This is an optimization exercise on Yosys and OpenROAD, whose aim is small area, a short achievable clock period and few clock cycles, not a production implementation.
Function was checked by simulation only, so behaviour that the tests miss may differ from the original.

==> flow/design.v <==
module JAM (
input CLK,
input RST,
output reg [2:0] W,
output reg [2:0] J,
input [6:0] Cost,
output reg [3:0] MatchCount,
output reg [9:0] MinCost,
output reg Valid );
localparam P1 = 2'd0, P2 = 2'd1, SRCH = 2'd2, START = 2'd3;
reg [1:0]  ph;
reg [2:0]  kd, jd;       
reg        sk;           
reg [7:0]  Ud;           
reg [10:0] Bd;           
reg [6:0]  cd;           
reg [9:0]  T;
reg        found;
reg [2:0]  js [0:6];     
reg [10:0] X  [0:6];     
reg [6:0]  r  [0:7];
reg [6:0]  c  [0:7];
wire [10:0] thr  = Bd + {4'd0, cd};
wire        hi   = |thr[10:7];
wire        le   = hi | (Cost <= thr[6:0]);
wire        lt   = hi | (Cost <  thr[6:0]);
wire        srch = (ph == SRCH) & ~Valid;
wire        ev   = srch & ~sk;
wire        leaf = (kd == 3'd7);
wire        desc = ev & le & ~leaf;
wire        hit  = ev & le & leaf;
wire        impr = hit & lt;
function [2:0] pe;        
    input [7:0] m;
    begin
        casez (m)
        8'b???????1: pe = 3'd0;
        8'b??????10: pe = 3'd1;
        8'b?????100: pe = 3'd2;
        8'b????1000: pe = 3'd3;
        8'b???10000: pe = 3'd4;
        8'b??100000: pe = 3'd5;
        8'b?1000000: pe = 3'd6;
        default:     pe = 3'd7;
        endcase
    end
endfunction
wire [7:0] ohj  = 8'd1 << jd;
wire [7:0] Uc   = Ud | ohj;
wire [2:0] fc   = pe(~Uc);
wire [7:0] sibm = ~Ud & (8'hFE << jd);
wire       hsib = |sibm;
wire [2:0] jsib = pe(sibm);
wire [2:0] kl   = kd - 3'd1;
wire [2:0] jl   = js[kl];
wire [7:0] Ul   = Ud & ~(8'd1 << jl);
wire [7:0] popm = ~Ul & (8'hFE << jl);
wire       hpop = |popm;
wire [2:0] jpop = pe(popm);
wire       k0   = (kd == 3'd0);
wire       lastd = (kd == 3'd7) & (jd == 3'd7);
reg [2:0] Wn, Jn;
always @(*) begin
    if (ph == P2 && lastd) begin
        Wn = 3'd7; Jn = 3'd7;
    end else if (ph == P1 || ph == P2) begin
        {Wn, Jn} = {kd, jd} + 6'd1;
    end else if (ph == START) begin
        Wn = 3'd0; Jn = 3'd0;
    end else if (hsib) begin
        Wn = kd; Jn = jsib;
    end else if (!k0) begin
        Wn = kl; Jn = hpop ? jpop : jl;
    end else begin
        Wn = 3'd7; Jn = 3'd7;
    end
end
always @(*) begin
    if (desc) begin
        W = kd + 3'd1; J = fc;
    end else begin
        W = Wn; J = Jn;
    end
end
wire [6:0] rmin = (Cost < cd) ? Cost : cd;
wire [6:0] val  = Cost - Bd[6:0];
wire [6:0] cmin = (val < cd) ? val : cd;
wire [9:0] s    = T - thr[9:0] + {3'd0, Cost};
wire [6:0] rnext = r[kd + 3'd1];
always @(posedge CLK or posedge RST) begin
    if (RST) begin
        ph <= P1;
        kd <= 3'd7;
        jd <= 3'd7;
        sk <= 1'b1;
        Valid <= 1'b0;
    end else if (!Valid) begin
        if (impr) begin
            sk <= 1'b1;
        end else begin
            kd <= W;
            jd <= J;
            sk <= 1'b0;
            case (ph)
            P1:    if (!sk && lastd) ph <= P2;
            P2:    if (lastd) begin ph <= START; sk <= 1'b1; end
            START: ph <= SRCH;
            default: begin
                if (!desc && !hsib) begin
                    if (!k0) sk <= !hpop;
                    else if (found) Valid <= 1'b1;
                    else begin ph <= START; sk <= 1'b1; end
                end
            end
            endcase
        end
    end
end
integer i;
always @(posedge CLK) begin
    if (!Valid) begin
        case (ph)
        P1: begin
            T <= 10'd15;
            found <= 1'b0;
            if (!sk) begin
                cd <= (jd == 3'd0) ? Cost : rmin;
                if (jd == 3'd7) begin
                    r[kd] <= rmin;
                    MinCost <= ((kd == 3'd0) ? 10'd0 : MinCost) + {3'd0, rmin};
                end
            end
            if (lastd) Bd <= {4'd0, rnext};
        end
        P2: begin
            cd <= c[J];
            c[jd] <= (kd == 3'd0) ? val : cmin;
            if (kd == 3'd7) MinCost <= MinCost + {3'd0, cmin};
            if (jd == 3'd7) Bd <= {4'd0, rnext};
        end
        START: begin
            cd <= c[J];
            Ud <= 8'd0;
            Bd <= {1'b0, T} + {4'd0, rnext};
        end
        default: begin
            cd <= c[J];
            if (hit) begin
                found <= 1'b1;
                MatchCount <= (lt | ~found) ? 4'd1 : MatchCount + 4'd1;
                if (lt) T <= s;
            end
            if (!impr) begin
                if (desc) begin
                    Ud <= Uc;
                    Bd <= thr - {4'd0, Cost} + {4'd0, rnext};
                    js[kd] <= jd;
                    X[kd] <= Bd - {1'b0, T};
                end else if (!hsib) begin
                    if (!k0) begin
                        Ud <= Ul;
                        Bd <= {1'b0, T} + X[kl];
                    end else begin
                        if (found) MinCost <= MinCost + T;
                        else T <= {T[8:0], 1'b1};
                    end
                end
            end
        end
        endcase
    end
end
endmodule
==> flow/run.sh <==
#!/bin/bash
# synth_recipe.tcl (not shown) runs the flow's synth.tcl, then flattens the netlist and writes it again
# the make line also repeats each setting of config.mk as NAME=value (left out here)
make -C /OpenROAD-flow-scripts/flow DESIGN_CONFIG=/design/flow/config.mk WORK_HOME=/design/flow/orfs CLKGATE_MAP_FILE= SYNTH_SCRIPT=/design/flow/synth_recipe.tcl finish
==> flow/config.mk <==
export PLATFORM = sky130hd
export DESIGN_NAME = JAM
export DESIGN_NICKNAME = JAM
export VERILOG_FILES = /design/flow/design.v
export SDC_FILE = /design/flow/constraint.sdc
export NUM_CORES = 4
export LEC_CHECK = 0
export CAP_MARGIN = 20
export CORE_MARGIN = 2
export CORE_UTILIZATION = 40
export SLEW_MARGIN = 20
==> flow/constraint.sdc <==
create_clock -name core_clock -period 6.0 [get_ports {CLK}]
set_input_delay 1.2000 -clock core_clock [delete_from_list [all_inputs] [get_ports {CLK}]]
set_output_delay 1.2000 -clock core_clock [all_outputs]
set_load 0.01 [all_outputs]
==> metrics.json <==
{
  "status": "complete, no violations",
  "synth-edff-count": 261,
  "drc": 0,
  "placed_area_um2": 17800,
  "wire_length_of_the_first_global_routing_pass_um": 66700,
  "global_route.overflow_total": 0,
  "totalWireLength_um": 42500,
  "post-dp-hpwl_um": 31100,
  "cts-hold-fix-buffers": 0,
  "place_inst": 1997,
  "top_level_ports": 30,
  "cts_buffers": 30,
  "grt_setup_unrepaired": "yes",
  "grt_antenna_before_repair": 0,
  "routabilityCongestion": 0.901,
  "maxClockFrequency_ghz": 0.172,
  "cts_max_path_buffers": 3,
  "fin_cells": 2063,
  "path_max_fanout": 6,
  "worst-endpoint-arrival_ns": 4.61,
  "timing_hold_violations_final": 0,
  "finalSetupViolCount": 0,
  "timing.max_cap.violations": 0,
  "avgRoutedWirePerCell_um": 20.6,
  "starting_density_of_the_core_pct": 40.5,
  "ys_dominant_reg_cell": "sky130_fd_sc_hd__edfxtp_1",
  "synthToLayoutAreaGrowth_pct": 14.8,
  "finish.net_count": 1662,
  "pin_count_of_the_biggest_net_entering_global_routing": 31,
  "period_needed_ns": 5.81,
  "clock_sink_count": 271,
  "mappedNetlistArea_um2": 16500,
  "setup_ws_ns": 0.192,
  "max-slew-margin-rel_pct": 28.7,
  "synthDistinctLibCells": 73,
  "met2_length_um": 20000,
  "most_numerous_cell_types_in_the_synthesized_netlist": "sky130_fd_sc_hd__edfxtp_1 (261), sky130_fd_sc_hd__ha_1 (125), sky130_fd_sc_hd__nor2_1 (122)",
  "root_buffer_master": "sky130_fd_sc_hd__clkbuf_16",
  "grt.total_usage_pct": 19.7,
  "synth_async_sr_flop_share_pct": 3.69,
  "post_synthesis_cells": 1425,
  "synth.avg_cell_area_um2": 11.6,
  "clock_insertion_delay_worst_skew_ns": 0.59,
  "cp_data_required_time_ns": 4.80,
  "port-buffer-count": 29,
  "synthDominantCellAreaShare_pct": 47.4,
  "cts_tree": "built",
  "top_signal_layer_used": "met4",
  "kind_of_critical_path": "reg2out",
  "dp_slack_ns": -0.201,
  "dr_wl_met3_um": 2300,
  "num_rows": 74,
  "timing_max_transition_violations_final": 0,
  "timing.critical_path.to_type": "output port",
  "count_of_warnings_emitted_by_yosys": 1,
  "vias_per_cell": 5.57,
  "layout.cell_area.non_filler_um2": 19000,
  "most_frequent_cell_after_synthesis": "sky130_fd_sc_hd__edfxtp_1",
  "wl_met1_um": 19200,
  "finClkSkew_ns": 0.0251,
  "cts.clk_slew.worst_paths_ns": 0.07,
  "vias": 11500,
  "detailedRoute.firstPassIterationCount": 5,
  "die_height_um": 207,
  "floorplan.die_area_um2": 42900,
  "worstHoldPathType": "reg2reg",
  "postSynthNetCount": 1579,
  "cts.htree.levels": 1,
  "antenna_left": 0,
  "first_global_vias": 11500,
  "crit_path_start_kind": "flip-flop",
  "horizontal_extent_of_the_die_um": 207,
  "yosysSeqAreaShare_pct": 49.0,
  "post_synth_main_area_contributors": "sky130_fd_sc_hd__edfxtp_1 (47%), sky130_fd_sc_hd__ha_1 (9.5%), sky130_fd_sc_hd__mux4_2 (3.8%)",
  "worst-slew-pin-transition_ns": 1.06,
  "drt-initial-drc-count": 974,
  "core_um2": 40800,
  "antenna_cells": 0,
  "synth_top_area_cell": "sky130_fd_sc_hd__edfxtp_1",
  "drive_above_1_share_pct": 14.6,
  "period_share_pct": 96.8,
  "synth-seq-cells": 271,
  "fin_worst_hold_slack_ns": 0.511,
  "totalNegativeSetupSlack_ns": 0
}
-- routing by layer --
metal / vias up / track usage [%]
met1: 5638 / 27.4
li1: 5455 / -
met3: 68 / 2.68
met4: 0 / 5.47
met5: - / 0
met2: 323 / 32.5
-- stage by stage --
| step | utilization [%] |
|---|---|
| 2_1_floorplan | - |
| 3_3_place_gp | 43.6 |
| 3_5_place_dp | 43.6 |
| 4_1_cts | 46.3 |
| 5_1_grt | 46.4 |
| 6_report | 46.4 |
-- area by class of cell --
type,count,area (µm²)
clock buffer,35,769
inverter,101,379
timing repair buffer,111,911
fill,3709,21900
sequential,271,8100
clock inverter,20,215
tap,532,666
multi-input combinational,993,7920
-- worst max-delay path, stage by stage, from the launching register on --
cell and delay [ns]:
sky130_fd_sc_hd__edfxtp_1 0.44, sky130_fd_sc_hd__ha_4 0.16, sky130_fd_sc_hd__inv_1 0.04, sky130_fd_sc_hd__fa_2 0.35, sky130_fd_sc_hd__nor2b_1 0.12, sky130_fd_sc_hd__o21ai_1 0.07, sky130_fd_sc_hd__nand2_1 0.11, sky130_fd_sc_hd__a21oi_1 0.09
sky130_fd_sc_hd__o21bai_1 0.21, sky130_fd_sc_hd__xor2_1 0.22, sky130_fd_sc_hd__ha_2 0.34, sky130_fd_sc_hd__buf_4 0.14, sky130_fd_sc_hd__nand2_1 0.05, sky130_fd_sc_hd__nor4_1 0.05, sky130_fd_sc_hd__a211o_1 0.33, sky130_fd_sc_hd__nor4_2 0.31
sky130_fd_sc_hd__buf_4 0.20, sky130_fd_sc_hd__nand2b_4 0.17, sky130_fd_sc_hd__nor2_2 0.07, sky130_fd_sc_hd__a211oi_2 0.28, sky130_fd_sc_hd__buf_4 0.15, sky130_fd_sc_hd__buf_4 0.11
-- path summary, 6_finish.rpt --
| check | slack (ns) | cells past startpoint | to | from |
|---|---|---|---|---|
| worst min register to register | 0.51 | 2 | sk | sk |
| worst max register to register | 0.67 | 16 | Bd[10] | kd[0] |
| max in group asynchronous | 4.66 | 2 | sk | RST |
| min in group asynchronous | 0.96 | 2 | ph[0] | RST |
| worst min-delay path | 0.51 | 2 | sk | sk |
| worst max-delay path | 0.19 | 21 | J[2] | cd[0] |
-- logic make-up (layout without fill, tap and decap cells) --
kind of cell	after synthesis	after routing	share of synthesized area, %
and+or+nand+nor	340	340	9.79
AOI/OAI and AO/OA	326	326	12.6
DFF	271	271	49.0
buffers and inverters	161	267	3.83
adders and majority gates	145	145	11.9
muxes	112	112	9.10
xor gates and xnor gates	70	70	3.80
-- sequential cells by signal (all words and copies together) (netlist names), 3 cells and up --
register	count
MatchCount	4
T	10
js	21
r	56
c	56
Ud	8
X	77
cd	7
MinCost	10
Bd	11
jd	3
kd	3
-- cells in the final DEF (no fill, tap or decap), types with 22 or more instances in the layout --
| cell | count |
|---|---|
| sky130_fd_sc_hd__mux4_2 | 28 |
| sky130_fd_sc_hd__a21oi_1 | 109 |
| sky130_fd_sc_hd__xnor2_1 | 51 |
| sky130_fd_sc_hd__nand2_1 | 74 |
| sky130_fd_sc_hd__a21o_1 | 27 |
| sky130_fd_sc_hd__mux2_2 | 25 |
| sky130_fd_sc_hd__clkbuf_16 | 30 |
| sky130_fd_sc_hd__clkdlybuf4s50_1 | 23 |
| sky130_fd_sc_hd__mux2i_1 | 58 |
| sky130_fd_sc_hd__nor3_1 | 22 |
| sky130_fd_sc_hd__inv_1 | 100 |
| sky130_fd_sc_hd__buf_4 | 80 |
| sky130_fd_sc_hd__edfxtp_1 | 261 |
| sky130_fd_sc_hd__o21ai_0 | 68 |
| sky130_fd_sc_hd__ha_1 | 122 |
| sky130_fd_sc_hd__nor2_1 | 120 |
-- what timing repair did --
| action | 4_1_cts | 5_1_grt |
|---|---|---|
| pin swaps | 6 | 9 |
| setup buffers | 4 | 7 |
| gates resized for setup | 25 | 18 |
| endpoints found under the setup margin | 6 | 7 |
Testbench counts, summed over its fixed seeds: cycles 14,928.

==> what the ideal ports hide <==
The flow's constraints put no driver on any port. The routed layout listed below was extracted and timed again, unchanged, in two steps.
Step 1 sets driving cells, clkbuf_16 on the clock port and buf_2 on the other inputs (assumed; they add their load-dependent delay and slew).
Step 2, shift: input delay + t, output delay - t, t = (earliest + latest rising clock arrival at the registers) / 2. This alone moves slack from input paths to output paths.
Slacks: no drivers / after step 1 / after step 2; pairs: no drivers / after step 1.
t, ns: 0.629
setup WS [ns]: 0.192 / 0.137 / -0.247
slew at the worst register clock pin (ns): 0.07 / 0.07
worst slew at a driven data input, ns: 0.05
With both steps, setup timing fails in this run, where it was met with ideal ports. For this run, drivers alone change the setup slack by -0.055 ns; drivers and shift together by -0.439 ns.
